What follows belongs to an exercise in optimizing a design on an open flow for small area and a short achievable clock period; a production flow would make more cautious choices.

## tundra
## LDL_crc32_dn_check
module LDL_crc32_dn_check #(parameter NUM = 16)(
  input  [8*NUM -1:0]        data,  
  input  [$clog2(NUM) -1:0]  bnum,  
  input         valid,
  input         eof  ,
  output reg    err  ,
  input         rst_n,
  input         clk
);
==> flow/config.mk <==
export PLATFORM = sky130hd
export DESIGN_NAME = LDL_crc32_dn_check
export DESIGN_NICKNAME = LDL_crc32_dn_check
export VERILOG_FILES = /design/flow/design.v
export SDC_FILE = /design/flow/constraint.sdc
export NUM_CORES = 4
export LEC_CHECK = 0
export ABC_CLOCK_PERIOD_IN_PS = 1500
export CAP_MARGIN = 20
export CORE_MARGIN = 2
export CORE_UTILIZATION = 50
export CTS_BUF_LIST = sky130_fd_sc_hd__clkbuf_4 sky130_fd_sc_hd__clkbuf_8
export GPL_ROUTABILITY_DRIVEN = 0
export PLACE_DENSITY = 0.75
export SLEW_MARGIN = 20
export SYNTH_HIERARCHICAL = 1
export SYNTH_MINIMUM_KEEP_SIZE = 0
==> flow/constraint.sdc <==
create_clock -name core_clock -period 24.0 [get_ports {clk}]
set_input_delay 4.8000 -clock core_clock [delete_from_list [all_inputs] [get_ports {clk}]]
set_output_delay 4.8000 -clock core_clock [all_outputs]
set_load 0.01 [all_outputs]
standard.sh (not shown) runs the stock make flow with config.mk's settings and CLKGATE_MAP_FILE= SYNTH_SCRIPT=/design/flow/synth_recipe.tcl, a recipe that flattens the netlist after the stock synthesis.
==> flow/flow/run.sh <==
#!/bin/bash
# Layout: the standard ORFS flow (standard.sh) with the standard synthesis, and these
# changes to how the rest of the layout is made:
#  - port buffers are sky130_fd_sc_hd__buf_1 cells (buffer_ports -buffer_cell) instead of
#    the delay-buffer cells buffer_ports picks by default;
#  - after synthesis, the delay cells (clkdlybuf4s*, dlygate*, dlymetal*) join the
#    platform's DONT_USE_CELLS, so placement and repair do not use them;
set -euo pipefail
bash standard.sh synth > make_synth.log 2>&1
export BUFFER_PORTS_ARGS="-buffer_cell sky130_fd_sc_hd__buf_1"
DU="sky130_fd_sc_hd__probe_p_8 sky130_fd_sc_hd__probec_p_8 sky130_fd_sc_hd__lpflow_bleeder_1 sky130_fd_sc_hd__lpflow_clkbufkapwr_1 sky130_fd_sc_hd__lpflow_clkbufkapwr_16 sky130_fd_sc_hd__lpflow_clkbufkapwr_2 sky130_fd_sc_hd__lpflow_clkbufkapwr_4 sky130_fd_sc_hd__lpflow_clkbufkapwr_8 sky130_fd_sc_hd__lpflow_clkinvkapwr_1 sky130_fd_sc_hd__lpflow_clkinvkapwr_16 sky130_fd_sc_hd__lpflow_clkinvkapwr_2 sky130_fd_sc_hd__lpflow_clkinvkapwr_4 sky130_fd_sc_hd__lpflow_clkinvkapwr_8 sky130_fd_sc_hd__lpflow_decapkapwr_12 sky130_fd_sc_hd__lpflow_decapkapwr_3 sky130_fd_sc_hd__lpflow_decapkapwr_4 sky130_fd_sc_hd__lpflow_decapkapwr_6 sky130_fd_sc_hd__lpflow_decapkapwr_8 sky130_fd_sc_hd__lpflow_inputiso0n_1 sky130_fd_sc_hd__lpflow_inputiso0p_1 sky130_fd_sc_hd__lpflow_inputiso1n_1 sky130_fd_sc_hd__lpflow_inputiso1p_1 sky130_fd_sc_hd__lpflow_inputisolatch_1 sky130_fd_sc_hd__lpflow_isobufsrc_1 sky130_fd_sc_hd__lpflow_isobufsrc_16 sky130_fd_sc_hd__lpflow_isobufsrc_2 sky130_fd_sc_hd__lpflow_isobufsrc_4 sky130_fd_sc_hd__lpflow_isobufsrc_8 sky130_fd_sc_hd__lpflow_isobufsrckapwr_16 sky130_fd_sc_hd__lpflow_lsbuf_lh_hl_isowell_tap_1 sky130_fd_sc_hd__lpflow_lsbuf_lh_hl_isowell_tap_2 sky130_fd_sc_hd__lpflow_lsbuf_lh_hl_isowell_tap_4 sky130_fd_sc_hd__lpflow_lsbuf_lh_isowell_4 sky130_fd_sc_hd__lpflow_lsbuf_lh_isowell_tap_1 sky130_fd_sc_hd__lpflow_lsbuf_lh_isowell_tap_2 sky130_fd_sc_hd__lpflow_lsbuf_lh_isowell_tap_4"
DU="$DU sky130_fd_sc_hd__clkdlybuf4s15_1 sky130_fd_sc_hd__clkdlybuf4s15_2 sky130_fd_sc_hd__clkdlybuf4s18_1 sky130_fd_sc_hd__clkdlybuf4s18_2 sky130_fd_sc_hd__clkdlybuf4s25_1 sky130_fd_sc_hd__clkdlybuf4s25_2 sky130_fd_sc_hd__clkdlybuf4s50_1 sky130_fd_sc_hd__clkdlybuf4s50_2 sky130_fd_sc_hd__dlygate4sd1_1 sky130_fd_sc_hd__dlygate4sd2_1 sky130_fd_sc_hd__dlygate4sd3_1 sky130_fd_sc_hd__dlymetal6s2s_1 sky130_fd_sc_hd__dlymetal6s4s_1 sky130_fd_sc_hd__dlymetal6s6s_1"
bash standard.sh "DONT_USE_CELLS=$DU" SETUP_SLACK_MARGIN=14 finish > make_finish.log 2>&1
Having completed the whole flow, tundra delivered a layout that passed the timing, design-rule and antenna checks.
For zinc, these inputs were changed with respect to tundra:
- GPL_ROUTABILITY_DRIVEN no longer set, was 0
--- a/flow/flow/run.sh
+++ b/flow/flow/run.sh
@@ -13 +13 @@
-bash standard.sh "DONT_USE_CELLS=$DU" SETUP_SLACK_MARGIN=14 finish > make_finish.log 2>&1
+bash standard.sh "DONT_USE_CELLS=$DU" SETUP_SLACK_MARGIN=15 finish > make_finish.log 2>&1
--- outcome ---
Lower inverter count goes to tundra over zinc.
Design area of zinc exceeds that of tundra by more than a quarter.
From tundra to zinc the numbers moved as follows: total global routing track utilization rose by 7.9 points; final worst setup slack rose by 0.97 ns.
The final reports for zinc and tundra show first-pass GRT wire length higher in the former.
tundra reports its library cell contributing the largest single delay on the critical path as sky130_fd_sc_hd__or3_2 while zinc reports sky130_fd_sc_hd__or3_4.
| met2 track demand over resource in global routing | zinc vs tundra | 15 points higher |
Diff tundra and zinc: wire length lower in tundra
For willow, these inputs were changed with respect to zinc:
--- a/flow/flow/run.sh
+++ b/flow/flow/run.sh
@@ -13 +13 @@
-bash standard.sh "DONT_USE_CELLS=$DU" SETUP_SLACK_MARGIN=15 finish > make_finish.log 2>&1
+bash standard.sh "DONT_USE_CELLS=$DU" SETUP_SLACK_MARGIN=14 finish > make_finish.log 2>&1
==> comparison <==
On multi-input combinational cell count, zinc and willow are neck and neck. Summary — via count, willow relative to zinc: lower, by 889.
Function was not checked in any run of this note: the RTL went through the layout flow alone.

-- afterwards: timing with drivers on the ports --
The results above use ideal ports. As a check the final layouts listed here were re-extracted and re-timed, cells and wires unchanged. Step 1 sets driving cells, clkbuf_16 on the clock port and buf_2 on the other inputs (assumed; they add their load-dependent delay and slew). Step 2 times the ports against the registers' clock, not the clock port: input delays grow and output delays shrink by t, the midpoint of the rising clock arrivals with the driver on. a / b / c = ideal ports / drivers / drivers and shift; a / b = the first two.
| run | t (ns) | setup WS [ns] | worst hold slack (ns) | worst data-port slew with drivers (ns) |
|---|---|---|---|---|
| tundra | 0.327 | 13.926 / 13.937 / 13.610 | 0.489 / 0.489 / 0.489 | 0.04 |
| zinc | 0.322 | 14.892 / 14.898 / 14.576 | 0.512 / 0.512 / 0.512 | 0.04 |
| willow | 0.324 | 14.011 / 14.009 / 13.685 | 0.501 / 0.501 / 0.501 | 0.05 |
After both steps every run listed still meets setup and hold. The setup slack of willow, which loses most, moves by -0.002 ns with the drivers and by -0.326 ns with both steps.
